Background: an optimization exercise with open tools, aiming at small area, a short achievable clock period and few clock cycles per item. Do not read the settings as production practice. Where RTL was checked, it was by simulation tests only, not by an equivalence proof against the original. The RTL of runs 1 and 6 was laid out without a check of its function. Power and IR drop assume default switching activity.

File: flow/design.v
`timescale 1ns / 1ps
module mod_mul64_module
#(
    parameter A_WIDTH = 64,
    parameter B_WIDTH = 64,
    parameter N_WIDTH = 64
)
(
    input clk,
    input rst,
    input start,
    input [A_WIDTH-1:0] A,
    input [B_WIDTH-1:0] B,
    input [N_WIDTH-1:0] N,
    output [N_WIDTH-1:0] P,
    output done
);
    localparam W = 66;
    localparam IDLE = 3'd0;
    localparam NORM = 3'd1;
    localparam LOOP = 3'd2;
    localparam CONV = 3'd3;
    localparam SHR  = 3'd4;
    reg [2:0] state;
    reg done_reg;
    reg [5:0] sc;
    reg [6:0] cnt;
    reg b_cur;       
    reg b_nxt;       
    reg b_nn;        
    reg md2;         
    reg md1;         
    reg mdh;         
    reg cadd;        
    reg q_a1;        
    reg q_a2;        
    reg q_s1;        
    reg q_s2;        
    reg neg;         
    reg [7:0] u4;    
    reg [63:0] n_reg;
    reg [7:0] v2;    
    reg [7:0] v1;    
    reg [7:0] v0;    
    reg [7:0] vm1;   
    reg [4:0] a5;    
    reg [5:0] a15;   
    reg [W-1:0] S, C;
    wire ml = md2;
    wire hold = md1;
    wire [W-1:0] s_in = ({W{md2}} & {S[W-2:0], 1'b0})
                      | ({W{hold}} & S)
                      | ({W{mdh}} & {1'b0, S[W-1:1]});
    wire [W-1:0] c_in = ({W{md2}} & {C[W-2:0], 1'b0})
                      | ({W{hold | mdh}} & C);
    wire [W-1:0] n1 = {2'b00, n_reg};
    wire [W-1:0] n2 = {1'b0, n_reg, 1'b0};
    wire [W-1:0] y = (({W{q_a1 | q_s1}} & n1) | ({W{q_a2 | q_s2}} & n2)) ^ {W{neg}};
    wire [W-1:0] s1 = s_in ^ c_in ^ y;
    wire [W-1:0] maj1 = (s_in & c_in) | (s_in & y) | (c_in & y);
    wire [W-1:0] c1 = {maj1[W-2:0], neg};
    wire xb = ml & b_cur;
    wire [W-1:0] x = {2'b00, {64{xb}} & A};
    wire [W-1:0] s2 = s1 ^ c1 ^ x;
    wire [W-1:0] maj2 = (s1 & c1) | (s1 & x) | (c1 & x);
    wire [W-1:0] c2 = {maj2[W-2:0], 1'b0};
    always @(posedge clk) begin
        S <= s2;
        C <= c2;
    end
    wire [7:0] u1 = S[65:58];
    wire [7:0] u2 = C[65:58];
    wire [7:0] e_s = u1 ^ u2 ^ u4;
    wire [7:0] e_c = {(u1[6:0] & u2[6:0]) | (u1[6:0] & u4[6:0]) | (u2[6:0] & u4[6:0]), 1'b0};
    wire lt2, lt1, lt0, ltm1;
    sign3 u_s2  (.a(e_s), .b(e_c), .k(v2),  .s(lt2));
    sign3 u_s1  (.a(e_s), .b(e_c), .k(v1),  .s(lt1));
    sign3 u_s0  (.a(e_s), .b(e_c), .k(v0),  .s(lt0));
    sign3 u_sm1 (.a(e_s), .b(e_c), .k(vm1), .s(ltm1));
    wire ge2 = !lt2;
    wire ge1 = !lt1;
    wire ge0 = !lt0;
    wire gem1 = !ltm1;
    wire nq_s2 = ge2;
    wire nq_s1 = ge1 & !ge2;
    wire nq_a1 = gem1 & !ge0;
    wire nq_a2 = !gem1;
    wire u4_first = (state == NORM);
    wire [7:0] u4_n = u4_first ? {2'b11, ~n_next[63:58]} :
                      ({8{nq_a1}} & {3'b000, n_reg[63:59]})
                    | ({8{nq_a2}} & {2'b00, n_reg[63:58]})
                    | ({8{nq_s1}} & {3'b111, ~n_reg[63:59]})
                    | ({8{nq_s2}} & {2'b11, ~n_reg[63:58]});
    reg [8:0] cz_grp;
    always @(posedge clk) begin
        cz_grp[0] <= ~|c2[7:0];
        cz_grp[1] <= ~|c2[15:8];
        cz_grp[2] <= ~|c2[23:16];
        cz_grp[3] <= ~|c2[31:24];
        cz_grp[4] <= ~|c2[39:32];
        cz_grp[5] <= ~|c2[47:40];
        cz_grp[6] <= ~|c2[55:48];
        cz_grp[7] <= ~|c2[63:56];
        cz_grp[8] <= ~|c2[W-1:64];
    end
    wire c_zero = &cz_grp;
    wire fin = (state == CONV) && !cadd && c_zero;
    wire done_now = fin && !S[W-1] && (sc == 6'd0);
    wire [6:0] cnt_3 = cnt + 7'd3;
    wire b_n3 = !cnt_3[6] & B[~cnt_3[5:0]];
    wire last = (cnt == {1'b0, sc} + 7'd63);
    wire n_ld = (state == IDLE);
    wire n_sh = (state == NORM) && !n_reg[63];
    wire n_hd = !n_ld && !n_sh;
    wire [63:0] n_next = ({64{n_ld}} & N)
                       | ({64{n_sh}} & {n_reg[62:0], 1'b0})
                       | ({64{n_hd}} & n_reg);
    always @(posedge clk) begin
        u4 <= u4_n;
        n_reg <= n_next;
        a5 <= A[63:59];
        a15 <= a15_n[6:1];
    end
    wire [6:0] a15_n = {2'b00, A[63:59]} + {1'b0, A[63:59], 1'b0};
    wire u3_h = b_nxt;
    wire u3_l = b_nn;
    wire [7:0] u3_n = (u3_h & u3_l) ? {2'b00, a15} :
                      u3_h ? {3'b000, a5} :
                      u3_l ? {4'b0000, a5[4:1]} : 8'd0;
    wire [7:0] fx_n = {5'b00001, n_next[62:60]};
    always @(posedge clk) begin
        v2 <= u3_n;
        v1 <= u3_n + 8'd4;
        v0 <= u3_n + fx_n + 8'd5;
        vm1 <= u3_n + {fx_n[6:0], 1'b0} + 8'd6;
    end
    always @(posedge clk, posedge rst) begin
        if (rst) begin
            state <= IDLE;
            done_reg <= 1'b0;
            sc <= 6'd0;
            cnt <= 7'd0;
            b_cur <= 1'b0;
            b_nxt <= 1'b0;
            b_nn <= 1'b0;
            md2 <= 1'b0;
            md1 <= 1'b1;
            mdh <= 1'b0;
            cadd <= 1'b0;
            q_a1 <= 1'b0;
            q_a2 <= 1'b0;
            q_s1 <= 1'b0;
            q_s2 <= 1'b0;
            neg <= 1'b0;
        end
        else begin
            cadd <= 1'b0;
            md2 <= 1'b0;
            md1 <= 1'b0;
            mdh <= 1'b0;
            q_a1 <= 1'b0;
            q_a2 <= 1'b0;
            q_s1 <= 1'b0;
            q_s2 <= 1'b0;
            neg <= 1'b0;
            case (state)
                IDLE: begin
                    b_nxt <= B[63];
                    b_nn <= B[62];
                    cnt <= 7'd0;
                    sc <= 6'd0;
                    if (start) begin
                        done_reg <= 1'b0;
                        state <= NORM;
                    end
                    else
                        md1 <= 1'b1;
                end
                NORM: begin
                    if (!n_reg[63])
                        sc <= sc + 6'd1;
                    if (n_reg[63] || n_reg[62]) begin
                        b_cur <= b_nxt;
                        b_nxt <= b_nn;
                        b_nn <= B[61];
                        state <= LOOP;
                        md2 <= 1'b1;
                        q_s2 <= 1'b1;
                        neg <= 1'b1;
                    end
                end
                LOOP: begin
                    cnt <= cnt + 7'd1;
                    b_cur <= b_nxt;
                    b_nxt <= b_nn;
                    b_nn <= b_n3;
                    if (last) begin
                        state <= CONV;
                        md1 <= 1'b1;
                        cadd <= 1'b1;
                        q_a1 <= gem1;
                        q_a2 <= !gem1;
                    end
                    else begin
                        md2 <= 1'b1;
                        q_s2 <= nq_s2;
                        q_s1 <= nq_s1;
                        q_a1 <= nq_a1;
                        q_a2 <= nq_a2;
                        neg <= ge1;
                    end
                end
                CONV: begin
                    md1 <= 1'b1;
                    if (fin) begin
                        if (S[W-1]) begin
                            q_a1 <= 1'b1;
                            cadd <= 1'b1;
                        end
                        else if (sc != 6'd0) begin
                            state <= SHR;
                            md1 <= 1'b0;
                            mdh <= 1'b1;
                        end
                        else begin
                            state <= IDLE;
                            done_reg <= 1'b1;
                        end
                    end
                end
                SHR: begin
                    sc <= sc - 6'd1;
                    if (sc == 6'd1) begin
                        state <= IDLE;
                        done_reg <= 1'b1;
                        md1 <= 1'b1;
                    end
                    else
                        mdh <= 1'b1;
                end
                default: state <= IDLE;
            endcase
        end
    end
    assign P = S[63:0];
    assign done = done_reg | done_now;
endmodule
module sign3 (
    input [7:0] a,
    input [7:0] b,
    input [7:0] k,
    output s
);
    wire [7:0] x = a ^ b ^ k;
    wire [7:0] y = {(a[6:0] & b[6:0]) | (a[6:0] & k[6:0]) | (b[6:0] & k[6:0]), 1'b0};
    wire [6:0] g0 = x[6:0] & y[6:0];
    wire [6:0] p0 = x[6:0] ^ y[6:0];
    wire [6:0] g1, p1, g2, p2, g3;
    genvar i;
    generate
        for (i = 0; i < 7; i = i + 1) begin : pf
            if (i < 1) begin : a1
                assign g1[i] = g0[i];
                assign p1[i] = p0[i];
            end else begin : b1
                assign g1[i] = g0[i] | (p0[i] & g0[i-1]);
                assign p1[i] = p0[i] & p0[i-1];
            end
            if (i < 2) begin : a2
                assign g2[i] = g1[i];
                assign p2[i] = p1[i];
            end else begin : b2
                assign g2[i] = g1[i] | (p1[i] & g1[i-2]);
                assign p2[i] = p1[i] & p1[i-2];
            end
            if (i < 4) begin : a3
                assign g3[i] = g2[i];
            end else begin : b3
                assign g3[i] = g2[i] | (p2[i] & g2[i-4]);
            end
        end
    endgenerate
    assign s = x[7] ^ y[7] ^ g3[6];
endmodule
File: flow/flow/run.sh
#!/bin/bash
# The standard layout (the standard.sh) with two changes:
#  - plain buf_1 cells as the port buffers instead of clkdlybuf4s50_1;
#  - clock tree synthesis without dummy loads (same arguments as the
#    standard flow otherwise).
# The make output goes to standard.log; ORFS keeps each step's log under
# orfs/logs.
set -e
cat >> config.mk <<'CFG'
export BUFFER_PORTS_ARGS = -buffer_cell sky130_fd_sc_hd__buf_1
export CTS_ARGS = -sink_clustering_enable -repair_clock_nets -dont_use_dummy_load -sink_clustering_size 14 -sink_clustering_max_diameter 70 -buf_list {sky130_fd_sc_hd__clkbuf_4 sky130_fd_sc_hd__clkbuf_8}
CFG
bash standard.sh > standard.log 2>&1
File: flow/standard.sh
#!/bin/bash
# synth_recipe.tcl (not shown) runs the flow's synth.tcl, then flattens the netlist and writes it again
# the make line also repeats each setting of config.mk as NAME=value (left out here)
make -C /OpenROAD-flow-scripts/flow DESIGN_CONFIG=/design/flow/config.mk WORK_HOME=/design/flow/orfs CLKGATE_MAP_FILE= SYNTH_SCRIPT=/design/flow/synth_recipe.tcl "${@:-finish}"
File: flow/config.mk
export PLATFORM = sky130hd
export DESIGN_NAME = mod_mul64_module
export DESIGN_NICKNAME = mod_mul64_module
export VERILOG_FILES = /design/flow/design.v
export SDC_FILE = /design/flow/constraint.sdc
export NUM_CORES = 4
export LEC_CHECK = 0
export CAP_MARGIN = 20
export CORE_MARGIN = 2
export CORE_UTILIZATION = 40
export CTS_BUF_LIST = sky130_fd_sc_hd__clkbuf_4 sky130_fd_sc_hd__clkbuf_8
export SETUP_SLACK_MARGIN = 3.0
export SLEW_MARGIN = 20
export BUFFER_PORTS_ARGS = -buffer_cell sky130_fd_sc_hd__buf_1
export CTS_ARGS = -sink_clustering_enable -repair_clock_nets -dont_use_dummy_load -sink_clustering_size 14 -sink_clustering_max_diameter 70 -buf_list {sky130_fd_sc_hd__clkbuf_4 sky130_fd_sc_hd__clkbuf_8}
File: flow/constraint.sdc
create_clock -name core_clock -period 6.0 [get_ports {clk}]
set_input_delay 1.2000 -clock core_clock [delete_from_list [all_inputs] [get_ports {clk}]]
set_output_delay 1.2000 -clock core_clock [all_outputs]
set_load 0.01 [all_outputs]
==> impl_metrics.yaml, run 1 <==
outcome:
  status: "complete, no violations"
global_routing:
  grt-ovfl-total: 0
  gr-usage-all-layers_pct: 22.8
  antenna_found_initial: 1
  grt_pass1_wl_um: 79500
  grt_max_degree: 68
  grt_pass1_vias: 13800
sta:
  timing.fmax_mhz: 298
  finalCritPeriodShare_pct: 55.9
  tightest_slew_ns: 1.02
  hold_viol_final: 0
  final-max-slew-violation-count: 0
  post-route-min-period_ns: 3.36
  layout_setup_ws_ns: 2.64
  hold_slack_ns: 0.478
  rsz0062_at_grt: "true"
  skew_ns: 0.0294
  setup_tns_ns: 0
  setup_viol: 0
  slew_headroom_pct: 32.2
floorplan:
  fp-row-count: 76
  top_level_ports: 260
  die_w_um: 212
  die_area_um2: 45100
  core_area_um2: 43000
  start_util_pct: 40.4
  fp.dieH_um: 212
clock_tree:
  htree_levels: 1
  clk-insertion-delay-late_ns: 0.58
  cts_buffers: 25
  root_buffer: "clkbuf_8"
  cts_hold_buffers: 0
  cts_tree: "yes"
  cts_max_path_buffers: 3
  clkSinkCount: 275
  path_clk_slew_ns: 0.10
layout:
  largest_reg_flops: 66
  fin_cells: 2513
  nets: 2334
  area_growth_pct: 18.1
  drive_gt1_share_pct: 16.4
routing:
  vias: 13800
  drc_errors: 0
  routed_wirelength_um: 52300
  viasPerCell: 5.48
  drt_first_iter_violations: 1223
  drtPass1Iterations: 9
  wl_per_cell_um: 20.8
  ant_nets: 0
worst_setup_path:
  cp.arrival_ns: 3.84
  required_ns: 6.49
  critPathKind: "reg -> reg"
  crit_path_max_fanout: 6
  crit_top_cell: "fa_1"
  startpoint_type: "flip-flop"
  cp_slowest_stage_delay_ns: 0.55
  path_cells: "fa_1 -> inv_2 -> fa_1 -> inv_1 -> ha_1 -> and3_1 -> a221o_1 -> a21oi_4 -> xor2_4 -> mux2i_1 -> a41oi_1"
  cpMaxStageDelayCell: "fa_1"
  end_kind: "flip-flop"
logic_synthesis:
  synthTopCellsByArea: "dfxtp_1 (28%), fa_1 (18%), a22oi_1 (8.2%)"
  yosys.area_share.adder_pct: 22.1
  synthArstFlopShare_pct: 10.5
  synth_mux_area_share_pct: 3.41
  ys_ff_latch: 275
  synth_edf_count: 0
  synthesis.nets: 2141
  synth_seq_area_share_pct: 32.6
  synthesis.instances: 1736
  synth_top_area_share_pct: 28.4
  avgSynthCellArea_um2: 10.0
  ys.flop_type: "dfxtp_1"
  yosysTopAreaCell: "dfxtp_1"
  synth_compound_area_share_pct: 16.4
  yosys-top-cells-count: "dfxtp_1 (246), inv_1 (202), a22oi_1 (189)"
  netlist_area_um2: 17400
  yosys_warnings: 1
  synth_top_family_by_area: "adder cells"
  synth_simple_gate_area_share_pct: 9.99
  yosysMostFrequentCell: "dfxtp_1"
  ys_types: 71
  synthXorXnorAreaFrac_pct: 5.56
power_and_ir_drop:
  power.internal_uw: 8170
  seq_power_share_pct: 20.2
  peakVddDrop_mv: 0.709
  power.switching_uw: 7120
  pwr-share-clk_pct: 6.5
  p_sw_share_pct: 46.6
  power_density_nw_per_um2: 746
  power.leakage_uw: 0.00894
  comb_power_share_pct: 73.2
place:
  globalplace.congestion: 0.852
  place.detailed.hpwl_um: 35100
  portBuffers: 259
  dpl.cell_count: 2406
  place_ws_ns: 2.05
run:
  max_cap_violations: 0
hold_path:
  min_path_type: "reg -> reg"
-- area by class of cell --
type,instances,area (um^2)
fillers,4060,22500
multi-input cells,1077,10900
flip-flops and latches,275,5690
repair buffers,346,2040
inverters,203,774
well taps,585,732
clock buffers,25,344
repair inverters,1,8.76
diodes,1,2.50
-- power groups by stage --
| stage | registers [uW] | clock network (uW) | logic, uW |
|---|---|---|---|
| floorplan | 2930 | 0 | 6790 |
| global placement | 3090 | 0 | 8320 |
| detailed placement | 3100 | 0 | 8590 |
| CTS | 3080 | 1020 | 10000 |
| global route | 3160 | 1080 | 12400 |
| finish | 3100 | 1000 | 11200 |
-- metal layers --
layer | global-route usage, % | vias to the layer above | wire length (um)
met3 | 2.98 | 81 | 3680
met5 | 0 | - | 0
met4 | 5.71 | 0 | 1370
met2 | 38.8 | 579 | 25000
met1 | 30.7 | 6736 | 22200
li1 | - | 6367 | -
-- worst paths after layout --
kind | cells after the start | slack [ns] | to | from
worst max-delay path | 11 | 2.64 | u4[2] | S[63]
max in group asynchronous | 3 | 4.96 | mdh | rst
worst max register to register | 11 | 2.64 | u4[2] | S[63]
min in group asynchronous | 3 | 0.67 | sc[1] | rst
worst min register to register | 2 | 0.48 | v0[6] | a15[5]
worst min-delay path | 2 | 0.48 | v0[6] | a15[5]
-- what timing repair did --
action,in CTS,in global routing
gates cloned,15,2
endpoints found under the hold margin,0,0
pin swaps,74,70
buffers inserted,39,25
endpoints found under the setup margin,80,27
resized for setup,158,69
-- critical path, delay by kind of cell (launching register included) --
| family | cells | cell delay, ns |
|---|---|---|
| DFF | 1 | 0.38 |
| muxes | 1 | 0.11 |
| xor gates and xnor gates | 1 | 0.25 |
| buffers and inverters | 2 | 0.13 |
| adders and majority gates | 3 | 1.31 |
| and+or+nand+nor | 1 | 0.15 |
| AOI/OAI and AO/OA | 3 | 0.93 |
-- cell families after synthesis --
family / after synthesis
XOR/XNOR: 106
buffers and inverters: 391
multiplexers: 38
adder cells (fa/ha/maj): 210
AND/OR/NAND/NOR: 347
AO/OA/AOI/OAI: 369
flip-flops: 275
-- metrics by stage --
stage	utilization [%]	power [uW]	instance area [um^2]
detailed placement	42.5	11700	18300
global placement	42.5	11400	18300
global route	47.7	16700	20500
CTS	46.4	14100	19900
finish	47.7	15300	20500
floorplan	-	9720	17400
-- cells in the final DEF, fill, tap and decap left out, types with 7 or more instances in the layout --
| master | n |
|---|---|
| buf_6 | 16 |
| xnor2_1 | 62 |
| a22oi_1 | 157 |
| mux2i_1 | 13 |
| a22oi_2 | 32 |
| mux4_2 | 16 |
| buf_1 | 258 |
| o21ai_0 | 19 |
| nand3_1 | 13 |
| and3_1 | 61 |
| nor4b_4 | 7 |
| a222oi_1 | 64 |
| fa_2 | 26 |
| inv_1 | 195 |
| inv_2 | 7 |
| mux2_2 | 9 |
| xor2_1 | 12 |
| nand4_1 | 10 |
| dfxtp_2 | 8 |
| or4_4 | 8 |
| dfxtp_1 | 236 |
| a21oi_1 | 23 |
| nor2_1 | 33 |
| xnor2_2 | 27 |
| a22o_1 | 11 |
| fa_1 | 134 |
| buf_12 | 11 |
| a21o_1 | 11 |
| nand2_1 | 152 |
| nor3_1 | 10 |
| clkbuf_8 | 25 |
| buf_4 | 49 |
| dfrtp_2 | 11 |
| or3_1 | 9 |
| ha_1 | 45 |
| dfrtp_1 | 15 |
==> run 2, diff against run 1 <==
--- a/flow/design.v
+++ b/flow/design.v
@@ -34,2 +34,3 @@
     reg cadd;        
+    reg cv;          
     reg q_a1;        
@@ -88,18 +89,12 @@
     wire u4_first = (state == NORM);
-    wire [7:0] u4_n = u4_first ? {2'b11, ~n_next[63:58]} :
-                      ({8{nq_a1}} & {3'b000, n_reg[63:59]})
-                    | ({8{nq_a2}} & {2'b00, n_reg[63:58]})
-                    | ({8{nq_s1}} & {3'b111, ~n_reg[63:59]})
-                    | ({8{nq_s2}} & {2'b11, ~n_reg[63:58]});
-    reg [8:0] cz_grp;
-    always @(posedge clk) begin
-        cz_grp[0] <= ~|c2[7:0];
-        cz_grp[1] <= ~|c2[15:8];
-        cz_grp[2] <= ~|c2[23:16];
-        cz_grp[3] <= ~|c2[31:24];
-        cz_grp[4] <= ~|c2[39:32];
-        cz_grp[5] <= ~|c2[47:40];
-        cz_grp[6] <= ~|c2[55:48];
-        cz_grp[7] <= ~|c2[63:56];
-        cz_grp[8] <= ~|c2[W-1:64];
+    wire [7:0] u4_n = ({8{nq_a1 & !u4_first}} & {3'b000, n_next[63:59]})
+                    | ({8{nq_a2 & !u4_first}} & {2'b00, n_next[63:58]})
+                    | ({8{nq_s1 & !u4_first}} & {3'b111, ~n_next[63:59]})
+                    | ({8{nq_s2 | u4_first}} & {2'b11, ~n_next[63:58]});
+    reg [16:0] cz_grp;
+    integer g;
+    always @(posedge clk) begin
+        for (g = 0; g < 16; g = g + 1)
+            cz_grp[g] <= ~|c2[4*g +: 4];
+        cz_grp[16] <= ~|c2[W-1:64];
     end
@@ -107,3 +102,3 @@
     wire fin = (state == CONV) && !cadd && c_zero;
-    wire done_now = fin && !S[W-1] && (sc == 6'd0);
+    wire done_now = cv && c_zero && !S[W-1];
     wire [6:0] cnt_3 = cnt + 7'd3;
@@ -111,8 +106,4 @@
     wire last = (cnt == {1'b0, sc} + 7'd63);
-    wire n_ld = (state == IDLE);
-    wire n_sh = (state == NORM) && !n_reg[63];
-    wire n_hd = !n_ld && !n_sh;
-    wire [63:0] n_next = ({64{n_ld}} & N)
-                       | ({64{n_sh}} & {n_reg[62:0], 1'b0})
-                       | ({64{n_hd}} & n_reg);
+    wire [63:0] n_next = (state == IDLE) ? N :
+                         (state == NORM && !n_reg[63]) ? {n_reg[62:0], 1'b0} : n_reg;
     always @(posedge clk) begin
@@ -149,2 +140,3 @@
             cadd <= 1'b0;
+            cv <= 1'b0;
             q_a1 <= 1'b0;
@@ -157,2 +149,3 @@
             cadd <= 1'b0;
+            cv <= 1'b0;
             md2 <= 1'b0;
@@ -214,3 +207,5 @@
                     md1 <= 1'b1;
+                    cv <= (sc == 6'd0);
                     if (fin) begin
+                        cv <= 1'b0;
                         if (S[W-1]) begin
==> run 2 against run 1 <==
- die area up 1.9%
- cell count down 5.9%
- global-route usage down 1.6 points
- clock power up 5%
- register-to-register slack better by 0.10 ns
- sequential share of layout area up 4.9 points
- worst setup slack better by 0.10 ns
- core utilization down 2.7 points
- sequential power up 6%
- still clean on timing, DRC and antenna
- highest routed layer is now met5
==> impl_metrics.yaml, run 2 <==
sta:
  setup_tns_ns: 0
  finalCritPeriodShare_pct: 54.2
  final-max-slew-violation-count: 0
  layout_setup_ws_ns: 2.75
  post-route-min-period_ns: 3.25
  hold_viol_final: 0
  skew_ns: 0.0592
  rsz0062_at_grt: "true"
  tightest_slew_ns: 0.840
  timing.fmax_mhz: 307
  slew_headroom_pct: 44.0
  setup_viol: 0
floorplan:
  fp-row-count: 77
  die_w_um: 214
  top_level_ports: 260
  die_area_um2: 45900
  start_util_pct: 40.3
  fp.dieH_um: 214
  core_area_um2: 43900
hold_path:
  hold_end: "v0[6]"
  hp-start: "a15[5]"
  min_path_type: "reg -> reg"
  hold_depth: 2
global_routing:
  grt_pass1_wl_um: 76600
  grt-ovfl-total: 0
  grt_max_degree: 75
  grt_pass1_vias: 13600
  antenna_found_initial: 5
  gr-usage-all-layers_pct: 21.1
clock_tree:
  cts_max_path_buffers: 3
  root_buffer: "clkbuf_8"
  cts_tree: "yes"
  cts_hold_buffers: 0
  htree_levels: 1
  clkSinkCount: 284
  cts_buffers: 27
  clk-insertion-delay-late_ns: 0.62
  path_clk_slew_ns: 0.10
logic_synthesis:
  synthesis.instances: 1603
  synth_top_area_share_pct: 22.2
  yosys_warnings: 1
  ys.flop_type: "dfxtp_1"
  synth_seq_area_share_pct: 36.3
  avgSynthCellArea_um2: 11.0
  yosysTopAreaCell: "dfxtp_1"
  synthesis.nets: 2008
  yosys-top-cells-count: "inv_1 (203), dfxtp_1 (196), fa_1 (160)"
  synth_edf_count: 58
  ys_ff_latch: 284
  netlist_area_um2: 17700
  synthArstFlopShare_pct: 10.6
  synthTopCellsByArea: "dfxtp_1 (22%), fa_1 (18%), edfxtp_1 (9.8%)"
  yosysMostFrequentCell: "inv_1"
  ys_types: 79
place:
  dpl.cell_count: 2297
  placed_cell_area_um2: 18600
  portBuffers: 259
  place_ws_ns: 2.09
  place.detailed.hpwl_um: 35200
  globalplace.congestion: 0.840
layout:
  final_common_cell: "buf_1"
  fin_cells: 2365
  nets: 2177
  area_growth_pct: 11.8
  drive_gt1_share_pct: 11.6
  finish.instance_area_um2: 19800
  layout_common_cells: "buf_1 (258), inv_1 (198), dfxtp_1 (181), fa_1 (155), a22oi_1 (129)"
  num-fill-cells: 4182
  largest_reg_flops: 66
power_and_ir_drop:
  peakVddDrop_mv: 0.749
  power_density_nw_per_um2: 694
  power.leakage_uw: 0.00833
worst_setup_path:
  critPathKind: "reg -> reg"
  required_ns: 6.52
  cp.arrival_ns: 3.77
  cp_slowest_stage_delay_ns: 0.56
  crit_path_max_fanout: 13
  startpoint_type: "flip-flop"
  path_cells: "fa_2 -> inv_4 -> buf_4 -> fa_1 -> inv_1 -> ha_1 -> and4_1 -> a21oi_1 -> a211o_1 -> nand2_2 -> a221o_1"
  timing.rr.start: "C[61]"
  r2r_cells: 11
  end_kind: "flip-flop"
  timing.rr.end: "u4[5]"
  cpMaxStageDelayCell: "fa_2"
  r2r_slack_ns: 2.75
outcome:
  status: "complete, no violations"
routing:
  ant_nets: 0
  vias: 13100
  viasPerCell: 5.52
  drc_errors: 0
  drt_first_iter_violations: 1168
  wl_per_cell_um: 21.0
  routed_wirelength_um: 49700
  drtPass1Iterations: 9
run:
  max_cap_violations: 0
[run 2: area by class of cell]
cell class	count	area, um^2	share of cell area (%)
Timing Repair Buffer	309	1480	7.49
Clock buffer	27	372	1.88
Tap cell	592	741	3.75
Antenna cell	3	7.51	0.0380
Inverter	203	764	3.87
Multi-Input combinational cell	947	9940	50.3
Sequential cell	284	6470	32.7
[run 2: worst max-delay path by stage]
stage	startpoint	end	slack (ns)
after floorplan	C[62]	u4[1]	3.00
after global placement	md1	cz_grp[5]	2.24
after detailed placement	md1	cz_grp[7]	2.09
after CTS	u4[5]	u4[5]	2.77
after global routing	u4[2]	u4[3]	2.65
final	C[61]	u4[5]	2.75
[run 2: per-stage QoR]
| stage | power (uW) | hold slack (ns) | utilization [%] |
|---|---|---|---|
| detailed placement | 11300 | 0.470 | 42.4 |
| finish | 13700 | 0.478 | 45.0 |
| CTS | 13400 | 0.483 | 44.6 |
| global route | 15100 | 0.504 | 45.0 |
| floorplan | 9460 | 0.437 | - |
| global placement | 10900 | 0.469 | 42.4 |
[run 2: kinds of logic (layout without fill, tap and decap cells)]
kind of cell / count (synthesis) / in the layout / synth area share, %
buffers and inverters: 374 / 539 / 9.52
and+or+nand+nor: 232 / 233 / 7.24
adders and majority gates: 210 / 210 / 21.6
muxes: 31 / 31 / 2.93
AOI/OAI and AO/OA: 366 / 366 / 16.6
DFF: 284 / 284 / 36.3
other: 0 / 3 / 0
xor gates and xnor gates: 106 / 107 / 5.81
[run 2: report_power, final]
part,leakage (uW),switching [uW],internal (uW)
combinational,0.00545,5260,4140
clock,0.000194,652,400
sequential,0.00269,539,2750
total,0.00833,6450,7280
[run 2: routing by layer]
layer | share of wire [%] | track usage [%]
met4 | 2.8 | 6.62
met3 | 7.4 | 4.40
met5 | 0.075 | 0
met2 | 47 | 34.9
met1 | 43 | 27.9
[run 2: worst max-delay path, delay by kind of cell, from the launching register on]
family	cells	cell delay [ns]
AND/OR/NAND/NOR	2	0.41
adder cells (fa/ha/maj)	3	1.29
AO/OA/AOI/OAI	3	0.85
buffers and inverters	3	0.23
flip-flops	1	0.38
[run 2: timing repair]
| action | CTS | global route |
|---|---|---|
| setup endpoints to repair | 166 | 24 |
| gates resized for setup | 73 | 29 |
| cloned | 2 | 1 |
| pin swaps | 31 | 15 |
| buffers inserted | 27 | 8 |
Testbench counts of run 2, summed over its fixed seeds: cycles 14,291, ops 192.
==> run 3, diff against run 2 <==
--- a/flow/flow/run.sh
+++ b/flow/flow/run.sh
@@ -3,4 +3,4 @@
 #  - plain buf_1 cells as the port buffers instead of clkdlybuf4s50_1;
-#  - clock tree synthesis without dummy loads (same arguments as the
-#    standard flow otherwise).
+#  - clock tree synthesis without dummy loads, with sink clusters of at most
+#    14 flip-flops within 70 um (the standard flow's arguments otherwise).
 # The make output goes to standard.log; ORFS keeps each step's log under
--- a/flow/config.mk
+++ b/flow/config.mk
@@ -11,4 +11,5 @@
 export CTS_BUF_LIST = sky130_fd_sc_hd__clkbuf_4 sky130_fd_sc_hd__clkbuf_8
-export SETUP_SLACK_MARGIN = 3.0
+export SETUP_SLACK_MARGIN = 2.7
 export SLEW_MARGIN = 20
+export TNS_END_PERCENT = 3
 export BUFFER_PORTS_ARGS = -buffer_cell sky130_fd_sc_hd__buf_1
==> run 3 against run 2 <==
- combinational power down 15%
- total power fell by 10%
- critical path type unchanged
- clock power barely moved
- area after synthesis unchanged
- largest cell class unchanged
- count of clock-buffer cells in the layout did not move
- clock skew fell by 0.019 ns
- critical endpoint is now q_a1
- highest routed layer unchanged
- sequential power is essentially flat
- largest power group unchanged
- via count decreased by 1.8%
==> impl_metrics.yaml, run 3 <==
logic_synthesis:
  netlist_area_um2: 17700
  synth_seq_area_share_pct: 36.3
  yosysMostFrequentCell: "inv_1"
  synthTopCellsByArea: "dfxtp_1 (22%), fa_1 (18%), edfxtp_1 (9.8%)"
  synth_edf_count: 58
  ys_ff_latch: 284
  yosys-top-cells-count: "inv_1 (203), dfxtp_1 (196), fa_1 (160)"
  synthArstFlopShare_pct: 10.6
  synthesis.nets: 2008
  yosysTopAreaCell: "dfxtp_1"
  ys_types: 79
  ys.flop_type: "dfxtp_1"
  synth_top_area_share_pct: 22.2
  yosys_warnings: 1
  avgSynthCellArea_um2: 11.0
  synthesis.instances: 1603
layout:
  drive_gt1_share_pct: 6.86
  layout_common_cells: "buf_1 (259), inv_1 (203), dfxtp_1 (194), fa_1 (157), a22oi_1 (129)"
  finish.instance_area_um2: 19100
  final_common_cell: "buf_1"
  area_growth_pct: 7.93
  largest_reg_flops: 66
  nets: 2142
  num-fill-cells: 4241
  regArea_um2: 6430
  multi_input_area_um2: 9670
hold_path:
  min_path_type: "reg -> reg"
  hold_depth: 2
worst_setup_path:
  cp.arrival_ns: 3.93
  r2r_cells: 12
  cpMaxStageDelayCell: "fa_2"
  critical_path_buf_inv_count: 3
  critPathTopFamily: "adder cells"
  startpoint_type: "flip-flop"
  crit_top_cell: "inv_1"
  required_ns: 6.54
  end_kind: "flip-flop"
  path_cells: "inv_1 -> fa_2 -> fa_1 -> inv_1 -> ha_1 -> o2111ai_1 -> o221ai_2 -> buf_4 -> xor2_2 -> or3_1 -> nand3_1 -> a41o_1"
  crit_path_max_fanout: 4
  critPathKind: "reg -> reg"
  cp_num_cells: 12
  cp_slowest_stage_delay_ns: 0.63
power_and_ir_drop:
  peakVddDrop_mv: 0.435
  power_density_nw_per_um2: 644
  power.leakage_uw: 0.00808
routing:
  viasPerCell: 5.51
  wl_met3_um: 3250
  route.met2.wl_um: 22600
  dr.max_layer_used: "met5"
  routed_wirelength_um: 47400
  drtPass1Iterations: 10
  wl_per_cell_um: 20.3
  drt_first_iter_violations: 1124
  drc_errors: 0
  ant_nets: 0
  vias: 12800
  m1WireLength_um: 20300
sta:
  tightest_slew_ns: 0.860
  hold_viol_final: 0
  hold_slack_ns: 0.462
  post-route-min-period_ns: 3.38
  slew_headroom_pct: 42.7
  layout_setup_ws_ns: 2.62
  setup_tns_ns: 0
  timing.fmax_mhz: 296
  skew_ns: 0.0398
  setup_viol: 0
  final-max-slew-violation-count: 0
  rsz0062_at_grt: "true"
  finalCritPeriodShare_pct: 56.4
global_routing:
  grt-ovfl-total: 0
  grt_pass1_wl_um: 74800
  grt_pass1_vias: 13200
  antenna_found_initial: 5
  gr-usage-all-layers_pct: 20.5
  grt_max_degree: 87
clock_tree:
  cts_buffers: 27
  clkSinkCount: 284
  clk-insertion-delay-late_ns: 0.61
  cts_tree: "yes"
  root_buffer: "clkbuf_8"
  cts_max_path_buffers: 3
  path_clk_slew_ns: 0.10
  htree_levels: 1
place:
  portBuffers: 259
  place_ws_ns: 2.03
  globalplace.congestion: 0.816
  place.detailed.hpwl_um: 35200
  placed_cell_area_um2: 18600
floorplan:
  start_util_pct: 40.3
  fp.dieH_um: 214
  die_area_um2: 45900
  top_level_ports: 260
  fp-row-count: 77
  core_area_um2: 43900
  die_w_um: 214
outcome:
  status: "complete, no violations"
run:
  max_cap_violations: 0
## run 3: final cells by class
| class | count | area share, % |
|---|---|---|
| Multi-Input combinational cell | 946 | 50.6 |
| Sequential cell | 284 | 33.7 |
| Timing Repair Buffer | 275 | 5.82 |
| Inverter | 203 | 3.99 |
| Tap cell | 592 | 3.88 |
| Clock buffer | 27 | 1.95 |
| Antenna cell | 3 | 0.0393 |
## run 3: worst paths after layout
kind                       startpoint  endpoint  slack, ns
max                             S[64]      q_a1       2.62
min                            a15[5]     v0[6]       0.46
max reg2reg                     S[64]      q_a1       2.62
min reg2reg                    a15[5]     v0[6]       0.46
max in group asynchronous         rst  state[1]       4.98
min in group asynchronous         rst      q_a1       0.67
## run 3: report_power, final
group          switching [uW]  internal (uW)  leakage (uW)
sequential                562           2730       0.00269
combinational            4570           3400       0.00520
clock                     642            400      0.000194
total                    5780           6530       0.00808
## run 3: tightest hold or removal path: stages, from the launching register on
cell and delay (ns):
dfxtp_1 0.30, nand3_1 0.07, nor2_1 0.05
## run 3: repair_timing
| action | in CTS | in global routing |
|---|---|---|
| resized for setup | 8 | 16 |
| hold buffers | 0 | 0 |
| gates cloned | 1 | 0 |
| pin swaps | 1 | 2 |
| setup endpoints to repair | 156 | 30 |
| buffers inserted | 0 | 1 |
## run 3: layer usage
layer | vias up | global-route usage, %
met1 | 6376 | 27.5
met2 | 501 | 34.3
met5 | - | 0
met3 | 69 | 3.49
li1 | 5876 | -
met4 | 6 | 5.58
## run 3: kinds of logic (layout without fill, tap and decap cells)
| group | count (synthesis) | after routing | synth area share, % |
|---|---|---|---|
| xor+xnor | 106 | 106 | 5.81 |
| compound gates | 366 | 366 | 16.6 |
| simple gates | 232 | 233 | 7.24 |
| fa+ha+maj | 210 | 210 | 21.6 |
| mux | 31 | 31 | 2.93 |
| buf+inv | 374 | 505 | 9.52 |
| other cells | 0 | 3 | 0 |
| flops | 284 | 284 | 36.3 |
## run 3: per-stage QoR
stage | cells | power [uW] | utilization (%)
final | 2330 | 12300 | 43.5
after global routing | 2329 | 13600 | 43.5
after CTS | 2326 | 12300 | 43.3
after detailed placement | 2298 | 11100 | 42.4
after global placement | 2298 | 10800 | 42.4
after floorplan | 1603 | 9340 | -
==> run 4, diff against run 3 <==
--- a/flow/config.mk
+++ b/flow/config.mk
@@ -11,3 +11,3 @@
 export CTS_BUF_LIST = sky130_fd_sc_hd__clkbuf_4 sky130_fd_sc_hd__clkbuf_8
-export SETUP_SLACK_MARGIN = 2.7
+export SETUP_SLACK_MARGIN = 3.3
 export SLEW_MARGIN = 20
==> run 4 against run 3 <==
- hold slack better by 0.023 ns
- largest cell class unchanged
- cell count grew 1.7%
- area after synthesis unchanged
==> impl_metrics.yaml, run 4 <==
logic_synthesis:
  synth_top_family_by_area: "adder cells"
  synth_edf_count: 58
  synth_mux_area_share_pct: 2.93
  yosys.area_share.adder_pct: 21.6
  yosys-top-cells-count: "inv_1 (203), dfxtp_1 (196), fa_1 (160)"
  synthArstFlopShare_pct: 10.6
  avgSynthCellArea_um2: 11.0
  synthesis.instances: 1603
  yosysMostFrequentCell: "inv_1"
  synth_seq_area_share_pct: 36.3
  synth_simple_gate_area_share_pct: 7.24
  yosys_warnings: 1
  netlist_area_um2: 17700
  synthXorXnorAreaFrac_pct: 5.81
  synth_compound_area_share_pct: 16.6
  synthTopCellsByArea: "dfxtp_1 (22%), fa_1 (18%), edfxtp_1 (9.8%)"
  synthesis.nets: 2008
  ys_ff_latch: 284
  ys.flop_type: "dfxtp_1"
  yosysTopAreaCell: "dfxtp_1"
  synth_top_area_share_pct: 22.2
  ys_types: 79
power_and_ir_drop:
  power_density_nw_per_um2: 710
  peakVddDrop_mv: 0.665
  power.leakage_uw: 0.00835
worst_setup_path:
  cp_slowest_stage_delay_ns: 0.53
  timing.rr.start: "S[60]"
  cp-startpoint: "S[60]"
  startpoint_type: "flip-flop"
  cpMaxStageDelayCell: "fa_1"
  path_cells: "fa_2 -> buf_4 -> fa_1 -> ha_1 -> a41o_1 -> a221o_1 -> a21oi_4 -> buf_6 -> xnor2_4 -> a21oi_1 -> o221ai_2"
  required_ns: 6.51
  crit_path_max_fanout: 5
  critical_path_buf_inv_count: 2
  cp.arrival_ns: 3.88
  end_kind: "flip-flop"
  critPathKind: "reg -> reg"
  critPathTopFamily: "adder cells"
routing:
  wl_per_cell_um: 21.1
  drc_errors: 0
  routed_wirelength_um: 49900
  ant_nets: 0
  vias: 13100
  drtPass1Iterations: 9
  drt_first_iter_violations: 1164
  viasPerCell: 5.55
clock_tree:
  clk-insertion-delay-late_ns: 0.60
  root_buffer: "clkbuf_8"
  cts_max_path_buffers: 3
  clkSinkCount: 284
  cts_buffers: 28
  cts_tree: "yes"
  path_clk_slew_ns: 0.09
  htree_levels: 1
sta:
  skew_ns: 0.0521
  setup_tns_ns: 0
  tightest_slew_ns: 0.984
  rsz0062_at_grt: "true"
  layout_setup_ws_ns: 2.64
  final-max-slew-violation-count: 0
  timing.fmax_mhz: 297
  slew_headroom_pct: 34.4
  hold_viol_final: 0
  setup_viol: 0
  hold_slack_ns: 0.485
  post-route-min-period_ns: 3.36
  finalCritPeriodShare_pct: 56.1
place:
  place_ws_ns: 2.11
  globalplace.congestion: 0.838
  portBuffers: 259
  place.detailed.hpwl_um: 35500
  dpl.cell_count: 2297
floorplan:
  die_w_um: 214
  core_area_um2: 43900
  start_util_pct: 40.3
  fp-row-count: 77
  die_area_um2: 45900
  top_level_ports: 260
  fp.dieH_um: 214
hold_path:
  hp-start: "a15[5]"
  min_path_type: "reg -> reg"
layout:
  num-fill-cells: 4195
  drive_gt1_share_pct: 11.4
  nets: 2181
  layout_common_cells: "buf_1 (259), inv_1 (195), dfxtp_1 (186), fa_1 (153), a22oi_1 (129)"
  largest_reg_flops: 66
  final_common_cell: "buf_1"
  fin_util_pct: 45.2
  area_growth_pct: 12.2
  fin_cells: 2369
global_routing:
  grt-ovfl-total: 0
  grt_util_met3_pct: 4.23
  gr-usage-all-layers_pct: 21.4
  top_usage_layer: "met2"
  grt_pass1_vias: 13600
  grt_max_degree: 69
  use_met1_pct: 28.8
  grt_pass1_wl_um: 77500
  use_met2_pct: 34.8
  antenna_found_initial: 4
run:
  max_cap_violations: 0
outcome:
  status: "complete, no violations"
run 4: cell count changes in the layout (fill, tap and decap cells not counted), sizes merged:
cell | before | now
buf | 275 | 310
bufbuf | 0 | 2
clkbuf | 27 | 28
xnor2 | 28 | 29
run 4: metrics by stage:
step / area (um^2) / total power [uW]
2_1_floorplan: 17800 / 9700
3_3_place_gp: 18700 / 11200
3_5_place_dp: 18700 / 11600
4_1_cts: 19500 / 13300
5_1_grt: 19900 / 15400
6_report: 19900 / 14100
run 4: tightest hold or removal path, cell delays in order, from the launching register on:
cell     delay, ns
dfxtp_1       0.31
nand3_1       0.08
nor2_1        0.05
run 4: logic make-up after synthesis:
group / Yosys count
simple gates: 232
flops: 284
fa+ha+maj: 210
xor+xnor: 106
compound gates: 366
buf+inv: 374
mux: 31
run 4: final timing paths:
check / endpoint / depth (start not counted) / slack (ns)
min in group asynchronous: sc[4] / 3 / 0.64
worst min-delay path: v0[6] / 2 / 0.48
worst min register to register: v0[6] / 2 / 0.48
worst max register to register: u4[1] / 11 / 2.64
worst max-delay path: u4[1] / 11 / 2.64
max in group asynchronous: state[0] / 3 / 4.98
run 4: repair_timing:
| item | CTS | global route |
|---|---|---|
| gates resized for setup | 36 | 42 |
| cloned | 3 | 1 |
| hold buffers | 0 | 0 |
| pin swaps | 9 | 25 |
| endpoints found under the setup margin | 169 | 105 |
| setup buffers | 10 | 27 |
run 4: power by group:
part           total [uW]  leakage (uW)  internal [uW]  switching (uW)
logic                9730       0.00546           4320            5410
registers            3290       0.00269           2740             549
clock network        1070      0.000201            413             659
run 4: routing by layer:
layer / part of all wire, % / wire length, um / vias to the layer above
li1: - / - / 5969
met5: 0.026 / 13 / -
met3: 7.4 / 3720 / 83
met4: 3.3 / 1650 / 2
met1: 43 / 21300 / 6555
met2: 47 / 23200 / 534
run 4: layout make-up:
type	instances	area, um^2	share of cell area (%)
Antenna cell	3	7.51	0.0378
Tap cell	592	741	3.73
Timing Repair Buffer	312	1550	7.79
Multi-Input combinational cell	947	9950	50.1
Clock buffer	28	385	1.94
Inverter	203	762	3.84
Sequential cell	284	6460	32.5
==> run 5, diff against run 4 <==
--- a/flow/config.mk
+++ b/flow/config.mk
@@ -11,3 +11,3 @@
 export CTS_BUF_LIST = sky130_fd_sc_hd__clkbuf_4 sky130_fd_sc_hd__clkbuf_8
-export SETUP_SLACK_MARGIN = 3.3
+export SETUP_SLACK_MARGIN = 3.0
 export SLEW_MARGIN = 20
==> run 5 against run 4 <==
- die area stayed put
- routed wire length down 3.8%
- combinational power is 11% lower
- sequential power barely moved
- maximum frequency up 4.1%
- still clean on timing, DRC and antenna
- critical path depth decreased by 1
==> impl_metrics.yaml, run 5 <==
outcome:
  status: "complete, no violations"
clock_tree:
  cts_max_path_buffers: 3
  root_buffer: "clkbuf_8"
  clk-insertion-delay-late_ns: 0.61
  cts_buffers: 25
  htree_levels: 1
  clkSinkCount: 284
  path_clk_slew_ns: 0.10
  cts_tree: "yes"
floorplan:
  fp-row-count: 77
  fp.dieH_um: 214
  core_area_um2: 43900
  top_level_ports: 260
  die_w_um: 214
  start_util_pct: 40.3
  die_area_um2: 45900
logic_synthesis:
  yosysTopAreaCell: "dfxtp_1"
  ys_ff_latch: 284
  synth_seq_area_share_pct: 36.3
  netlist_area_um2: 17700
  yosysMostFrequentCell: "inv_1"
  synthArstFlopShare_pct: 10.6
  synthesis.instances: 1603
  synthesis.nets: 2008
  avgSynthCellArea_um2: 11.0
  synth_edf_count: 58
  yosys-top-cells-count: "inv_1 (203), dfxtp_1 (196), fa_1 (160)"
  synthTopCellsByArea: "dfxtp_1 (22%), fa_1 (18%), edfxtp_1 (9.8%)"
  ys_types: 79
  synth_top_area_share_pct: 22.2
  yosys_warnings: 1
  ys.flop_type: "dfxtp_1"
worst_setup_path:
  cpMaxStageDelayCell: "fa_2"
  critical_path_buf_inv_count: 1
  end_kind: "flip-flop"
  cp-startpoint: "u4[4]"
  timing.rr.end: "u4[1]"
  startpoint_type: "flip-flop"
  critPathTopFamily: "adder cells"
  critPathKind: "reg -> reg"
  timing.rr.start: "u4[4]"
  r2r_slack_ns: 2.77
  cp_slowest_stage_delay_ns: 0.66
  crit_path_max_fanout: 5
  cp.arrival_ns: 3.76
  r2r_cells: 10
  path_cells: "fa_2 -> fa_1 -> ha_4 -> a211oi_2 -> nor2_2 -> o31a_1 -> nor4_4 -> buf_6 -> nor3_4 -> o221ai_2"
  required_ns: 6.53
routing:
  drtPass1Iterations: 11
  ant_nets: 0
  vias: 13000
  viasPerCell: 5.55
  drc_errors: 0
  wl_per_cell_um: 20.5
  drt_first_iter_violations: 1333
  routed_wirelength_um: 48100
layout:
  final_common_cell: "buf_1"
  area_growth_pct: 9.26
  largest_reg_flops: 66
  num-fill-cells: 4225
  finish.instance_area_um2: 19300
  layout_common_cells: "buf_1 (259), inv_1 (201), dfxtp_1 (184), fa_1 (155), a22oi_1 (129)"
  nets: 2149
  drive_gt1_share_pct: 8.84
power_and_ir_drop:
  power.leakage_uw: 0.00816
  power_density_nw_per_um2: 670
  total_power_uw: 12900
  peakVddDrop_mv: 0.639
sta:
  hold_viol_final: 0
  slew_headroom_pct: 42.3
  timing.fmax_mhz: 310
  finalCritPeriodShare_pct: 53.8
  setup_tns_ns: 0
  post-route-min-period_ns: 3.23
  setup_viol: 0
  rsz0062_at_grt: "true"
  skew_ns: 0.0434
  tightest_slew_ns: 0.866
  final-max-slew-violation-count: 0
  hold_slack_ns: 0.480
global_routing:
  gr-usage-all-layers_pct: 20.7
  grt_pass1_wl_um: 75000
  grt-ovfl-total: 0
  antenna_found_initial: 4
  grt_pass1_vias: 13200
  grt_max_degree: 82
hold_path:
  hold_depth: 2
  hold_end: "v0[6]"
  hp-start: "a15[5]"
  min_path_type: "reg -> reg"
place:
  globalplace.congestion: 0.851
  place.detailed.hpwl_um: 34800
  placed_cell_area_um2: 18600
  portBuffers: 259
run:
  max_cap_violations: 0
## run 5: cell families after synthesis
logic type               share of synthesized area, %
multiplexers                                     2.93
AND/OR/NAND/NOR                                  7.24
buffers and inverters                            9.52
flip-flops                                       36.3
XOR/XNOR                                         5.81
adder cells (fa/ha/maj)                          21.6
AO/OA/AOI/OAI                                    16.6
## run 5: per-stage QoR
stage | instances | worst slack (ns) | utilization, %
5_1_grt | 2336 | 2.66 | 44.0
3_5_place_dp | 2296 | 2.03 | 42.4
6_report | 2339 | 2.77 | 44.0
2_1_floorplan | 1603 | 2.99 | -
3_3_place_gp | 2296 | 2.13 | 42.4
4_1_cts | 2332 | 2.78 | 43.9
## run 5: timing repair
| action | in CTS | in global routing |
|---|---|---|
| gates cloned | 3 | 0 |
| buffers inserted | 8 | 2 |
| resized for setup | 57 | 3 |
| pin swaps | 21 | 7 |
| endpoints found under the setup margin | 167 | 36 |
| hold buffers | 0 | 0 |
## run 5: worst max-delay path by stage
stage	to	slack, ns	depth (start not counted)
global route	u4[0]	2.66	12
detailed placement	cz_grp[8]	2.03	8
finish	u4[1]	2.77	10
CTS	u4[1]	2.78	10
floorplan	u4[5]	2.99	10
global placement	cz_grp[8]	2.13	8
## run 5: area by class of cell
class / instances / area (um^2) / area share, %
Multi-Input combinational cell: 948 / 9800 / 50.7
Antenna cell: 5 / 12.5 / 0.0647
Tap cell: 592 / 741 / 3.83
Sequential cell: 284 / 6450 / 33.4
Inverter: 203 / 762 / 3.94
Timing Repair Buffer: 282 / 1210 / 6.28
Clock buffer: 25 / 344 / 1.78
## run 5: power by group
| part | total, uW | leakage, uW | internal, uW | switching (uW) |
|---|---|---|---|---|
| sequential | 3310 | 0.00269 | 2740 | 570 |
| combinational | 8620 | 0.00529 | 3740 | 4870 |
| clock | 1020 | 0.000180 | 372 | 648 |
## run 5: per-layer routing
metal / share of wire, % / up-vias / track usage, %
met5: 0 / - / 0
met4: 2.9 / 0 / 6.67
met3: 7.5 / 68 / 4.06
met2: 47 / 546 / 33.8
met1: 43 / 6458 / 27.7
li1: - / 5913 / -
## run 5: worst min-delay path: cells and delay by family (launching register included)
kind | cells | cell delay [ns]
and+or+nand+nor | 2 | 0.13
DFF | 1 | 0.31
==> run 6, diff against run 5 <==
--- a/flow/design.v
+++ b/flow/design.v
@@ -34,3 +34,2 @@
     reg cadd;        
-    reg cv;          
     reg q_a1;        
@@ -40,3 +39,2 @@
     reg neg;         
-    reg [7:0] u4;    
     reg [63:0] n_reg;
@@ -73,9 +71,11 @@
     wire [7:0] u2 = C[65:58];
-    wire [7:0] e_s = u1 ^ u2 ^ u4;
-    wire [7:0] e_c = {(u1[6:0] & u2[6:0]) | (u1[6:0] & u4[6:0]) | (u2[6:0] & u4[6:0]), 1'b0};
+    wire [7:0] u4 = ({8{q_a1}} & {3'b000, n_reg[63:59]})
+                  | ({8{q_a2}} & {2'b00, n_reg[63:58]})
+                  | ({8{q_s1}} & {3'b111, ~n_reg[63:59]})
+                  | ({8{q_s2}} & {2'b11, ~n_reg[63:58]});
     wire lt2, lt1, lt0, ltm1;
-    sign3 u_s2  (.a(e_s), .b(e_c), .k(v2),  .s(lt2));
-    sign3 u_s1  (.a(e_s), .b(e_c), .k(v1),  .s(lt1));
-    sign3 u_s0  (.a(e_s), .b(e_c), .k(v0),  .s(lt0));
-    sign3 u_sm1 (.a(e_s), .b(e_c), .k(vm1), .s(ltm1));
+    sign4 u_s2  (.a(u1), .b(u2), .c(v2),  .d(u4), .s(lt2));
+    sign4 u_s1  (.a(u1), .b(u2), .c(v1),  .d(u4), .s(lt1));
+    sign4 u_s0  (.a(u1), .b(u2), .c(v0),  .d(u4), .s(lt0));
+    sign4 u_sm1 (.a(u1), .b(u2), .c(vm1), .d(u4), .s(ltm1));
     wire ge2 = !lt2;
@@ -88,13 +88,13 @@
     wire nq_a2 = !gem1;
-    wire u4_first = (state == NORM);
-    wire [7:0] u4_n = ({8{nq_a1 & !u4_first}} & {3'b000, n_next[63:59]})
-                    | ({8{nq_a2 & !u4_first}} & {2'b00, n_next[63:58]})
-                    | ({8{nq_s1 & !u4_first}} & {3'b111, ~n_next[63:59]})
-                    | ({8{nq_s2 | u4_first}} & {2'b11, ~n_next[63:58]});
-    reg [16:0] cz_grp;
-    integer g;
-    always @(posedge clk) begin
-        for (g = 0; g < 16; g = g + 1)
-            cz_grp[g] <= ~|c2[4*g +: 4];
-        cz_grp[16] <= ~|c2[W-1:64];
+    reg [8:0] cz_grp;
+    always @(posedge clk) begin
+        cz_grp[0] <= ~|c2[7:0];
+        cz_grp[1] <= ~|c2[15:8];
+        cz_grp[2] <= ~|c2[23:16];
+        cz_grp[3] <= ~|c2[31:24];
+        cz_grp[4] <= ~|c2[39:32];
+        cz_grp[5] <= ~|c2[47:40];
+        cz_grp[6] <= ~|c2[55:48];
+        cz_grp[7] <= ~|c2[63:56];
+        cz_grp[8] <= ~|c2[W-1:64];
     end
@@ -102,3 +102,3 @@
     wire fin = (state == CONV) && !cadd && c_zero;
-    wire done_now = cv && c_zero && !S[W-1];
+    wire done_now = fin && !S[W-1] && (sc == 6'd0);
     wire [6:0] cnt_3 = cnt + 7'd3;
@@ -109,3 +109,2 @@
     always @(posedge clk) begin
-        u4 <= u4_n;
         n_reg <= n_next;
@@ -140,3 +139,2 @@
             cadd <= 1'b0;
-            cv <= 1'b0;
             q_a1 <= 1'b0;
@@ -149,3 +147,2 @@
             cadd <= 1'b0;
-            cv <= 1'b0;
             md2 <= 1'b0;
@@ -207,5 +204,3 @@
                     md1 <= 1'b1;
-                    cv <= (sc == 6'd0);
                     if (fin) begin
-                        cv <= 1'b0;
                         if (S[W-1]) begin
@@ -242,10 +237,13 @@
 endmodule
-module sign3 (
+module sign4 (
     input [7:0] a,
     input [7:0] b,
-    input [7:0] k,
+    input [7:0] c,
+    input [7:0] d,
     output s
 );
-    wire [7:0] x = a ^ b ^ k;
-    wire [7:0] y = {(a[6:0] & b[6:0]) | (a[6:0] & k[6:0]) | (b[6:0] & k[6:0]), 1'b0};
+    wire [7:0] s1 = a ^ b ^ c;
+    wire [7:0] c1 = {(a[6:0] & b[6:0]) | (a[6:0] & c[6:0]) | (b[6:0] & c[6:0]), 1'b0};
+    wire [7:0] x = s1 ^ c1 ^ d;
+    wire [7:0] y = {(s1[6:0] & c1[6:0]) | (s1[6:0] & d[6:0]) | (c1[6:0] & d[6:0]), 1'b0};
     wire [6:0] g0 = x[6:0] & y[6:0];
--- a/flow/flow/run.sh
+++ b/flow/flow/run.sh
@@ -3,4 +3,4 @@
 #  - plain buf_1 cells as the port buffers instead of clkdlybuf4s50_1;
-#  - clock tree synthesis without dummy loads, with sink clusters of at most
-#    14 flip-flops within 70 um (the standard flow's arguments otherwise).
+#  - clock tree synthesis without dummy loads (same arguments as the
+#    standard flow otherwise).
 # The make output goes to standard.log; ORFS keeps each step's log under
--- a/flow/config.mk
+++ b/flow/config.mk
@@ -13,3 +13,2 @@
 export SLEW_MARGIN = 20
-export TNS_END_PERCENT = 3
 export BUFFER_PORTS_ARGS = -buffer_cell sky130_fd_sc_hd__buf_1
==> run 6 against run 5 <==
- via count increased by 3.8%
- non-clock buffer count rose by 67
- global-route usage rose by 1.8 points
- synthesized cell count rose by 0.56%
- critical path depth fell by 5
- sequential power decreased by 6.0%
- combinational power fell by 5.9%
- area after synthesis up 0.19%
- core utilization is 3.4 points higher
- maximum frequency fell by 3.6%
- clock power shrank 6%
==> impl_metrics.yaml, run 6 <==
outcome:
  status: "complete, no violations"
sta:
  post-route-min-period_ns: 3.35
  setup_viol: 0
  finalCritPeriodShare_pct: 55.9
  slew_headroom_pct: 31.0
  tightest_slew_ns: 1.03
  hold_slack_ns: 0.500
  hold_viol_final: 0
  layout_setup_ws_ns: 2.65
  skew_ns: 0.0552
  timing.fmax_mhz: 298
  final-max-slew-violation-count: 0
  setup_tns_ns: 0
  rsz0062_at_grt: "true"
global_routing:
  grt-ovfl-total: 0
  gr-usage-all-layers_pct: 22.5
  grt_pass1_vias: 14000
  grt_max_degree: 69
  grt_pass1_wl_um: 80600
  antenna_found_initial: 1
logic_synthesis:
  synthesis.instances: 1612
  netlist_area_um2: 17700
  yosysMostFrequentCell: "inv_1"
  ys.flop_type: "dfxtp_1"
  synthTopCellsByArea: "dfxtp_1 (20%), fa_1 (19%), edfxtp_1 (10%)"
  synth_edf_count: 61
  yosys_warnings: 1
  yosys-top-cells-count: "inv_1 (189), dfxtp_1 (178), fa_1 (169)"
  ys_ff_latch: 268
  synth_top_area_share_pct: 20.1
  ys_types: 62
  yosysTopAreaCell: "dfxtp_1"
  synthArstFlopShare_pct: 10.8
  synth_seq_area_share_pct: 34.5
  synthesis.nets: 2034
  avgSynthCellArea_um2: 11.0
layout:
  finish.instance_area_um2: 20900
  drive_gt1_share_pct: 18.0
  final_common_cell: "buf_1"
  fin_util_pct: 47.4
  largest_reg_flops: 66
  nets: 2250
  num-fill-cells: 4089
  layout_common_cells: "buf_1 (258), inv_1 (186), dfxtp_1 (164), fa_1 (144), a22oi_1 (100)"
  area_growth_pct: 17.8
worst_setup_path:
  timing.rr.end: "cz_grp[2]"
  critical_path_buf_inv_count: 1
  crit_path_max_fanout: 2
  cp.arrival_ns: 2.15
  timing.rr.start: "q_a2"
  r2r_cells: 8
  r2r_slack_ns: 2.75
  path_cells: "nand4_1 -> or4_4 -> nor2_4 -> a21o_1 -> buf_6"
  end_kind: "primary output"
  cp_slowest_stage_delay_ns: 0.57
  required_ns: 4.80
  cpMaxStageDelayCell: "or4_4"
  startpoint_type: "flip-flop"
  critPathTopFamily: "simple AND/OR/NAND/NOR gates"
  critPathKind: "reg -> out"
clock_tree:
  cts_buffers: 24
  cts_hold_buffers: 0
  root_buffer: "clkbuf_8"
  clk-insertion-delay-late_ns: 0.60
  cts_max_path_buffers: 3
  htree_levels: 1
  clkSinkCount: 268
  path_clk_slew_ns: 0.09
  cts_tree: "yes"
routing:
  wl_met3_um: 3680
  dr.max_layer_used: "met4"
  drtPass1Iterations: 9
  drt_first_iter_violations: 1085
  routed_wirelength_um: 52200
  route.met2.wl_um: 24600
  drc_errors: 0
  wl_per_cell_um: 21.6
  vias: 13500
  viasPerCell: 5.57
  ant_nets: 0
  m1WireLength_um: 21800
hold_path:
  min_path_type: "reg -> reg"
  hold_depth: 2
  hp-start: "a15[5]"
  hold_end: "v0[6]"
floorplan:
  fp-row-count: 77
  die_w_um: 215
  core_area_um2: 44000
  die_area_um2: 46000
  top_level_ports: 260
  start_util_pct: 40.3
  fp.dieH_um: 215
run:
  max_cap_violations: 0
place:
  place.detailed.hpwl_um: 34400
  portBuffers: 259
  globalplace.congestion: 0.863
  place_ws_ns: 2.03
  placed_cell_area_um2: 18700
power_and_ir_drop:
  p_sw_share_pct: 45.1
  power.switching_uw: 5490
  pwr-share-clk_pct: 7.9
  power.internal_uw: 6680
  peakVddDrop_mv: 0.478
  comb_power_share_pct: 66.6
  seq_power_share_pct: 25.5
  power.leakage_uw: 0.00882
  power_density_nw_per_um2: 583
run 6: metrics by stage:
| step | power, uW | cells |
|---|---|---|
| finish | 12200 | 2419 |
| global placement | 9370 | 2304 |
| CTS | 11400 | 2399 |
| global route | 13400 | 2419 |
| floorplan | 8150 | 1612 |
| detailed placement | 9560 | 2304 |
run 6: cell families (layout without fill, tap and decap cells):
family | after synthesis | after routing | synth area share [%]
mux | 41 | 41 | 3.87
buf+inv | 359 | 563 | 9.13
fa+ha+maj | 227 | 227 | 23.2
other cells | 0 | 1 | 0
simple gates | 225 | 235 | 7.04
flops | 268 | 268 | 34.5
xor+xnor | 113 | 113 | 5.71
compound gates | 379 | 379 | 16.5
run 6: repair_timing:
action,4_1_cts,5_1_grt
pin swaps,46,73
endpoints found under the setup margin,56,22
gates cloned,13,0
setup buffers,58,19
resized for setup,131,84
run 6: worst max-delay path by stage:
stage,startpoint,end,slack (ns),cells past startpoint
after global placement,neg,cz_grp[2],2.01,8
after CTS,cz_grp[6],done,2.63,5
after floorplan,state[2],n_reg[0],2.99,4
after detailed placement,state[1],v0[6],2.03,14
after global routing,cadd,done,2.61,5
final,cz_grp[3],done,2.65,5
run 6: worst register-to-register path: cells and delay by family, from the launching register on:
family          cells  cell delay, ns
compound gates      1            0.23
xor+xnor            1            0.13
fa+ha+maj           2            0.96
buf+inv             1            0.05
flops               1            0.52
simple gates        3            1.24
run 6: final cells by class:
| type | count | area (um^2) | area share [%] |
|---|---|---|---|
| tap | 592 | 741 | 3.55 |
| clock buffer | 24 | 330 | 1.58 |
| antenna | 1 | 2.50 | 0.0120 |
| inverter | 190 | 722 | 3.46 |
| timing repair buffer | 349 | 2010 | 9.61 |
| multi-input combinational | 995 | 10900 | 52.2 |
| sequential | 268 | 6180 | 29.6 |
run 6: power by group through the flow:
stage / registers [uW] / clock network, uW / logic, uW
floorplan: 2890 / 0 / 5260
global route: 3180 / 1050 / 9190
finish: 3110 / 960 / 8110
detailed placement: 3130 / 0 / 6440
CTS: 3100 / 994 / 7300
global placement: 3120 / 0 / 6250
run 6: layer usage:
layer / global-route usage (%) / vias up
li1: - / 6096
met1: 29.2 / 6721
met2: 36.9 / 561
met3: 3.94 / 99
met4: 9.75 / 0
met5: 0 / -

[static timing again, ports no longer ideal]
Ports are ideal in the flow. The routed layouts listed here were re-timed in OpenROAD.
Step 1 (the two cells are an assumption about what drives the block):
set clk [get_ports {clk}]
set_driving_cell -lib_cell sky130_fd_sc_hd__clkbuf_16 $clk
set_driving_cell -lib_cell sky130_fd_sc_hd__buf_2 [delete_from_list [all_inputs] $clk]
Step 2 adds t to the input delays and takes it off the output delays; t is the mean of the earliest and latest rising clock arrival at the registers after step 1. Input paths then give back, and output paths get back, about the clock's delay inside the block.
a / b / c = ideal / step 1 / step 2; a / b = the first two.
run	t, ns	slack for setup (ns)	worst data-port slew with drivers (ns)
run 1	0.621	2.645 / 2.645 / 2.645	0.09
run 2	0.650	2.745 / 2.745 / 2.745	0.11
run 3	0.639	2.617 / 2.617 / 2.617	0.11
run 4	0.633	2.637 / 2.637 / 2.637	0.10
run 5	0.642	2.770 / 2.770 / 2.770	0.10
run 6	0.635	2.649 / 2.589 / 2.755	0.07
After both steps every run listed still meets setup and hold.
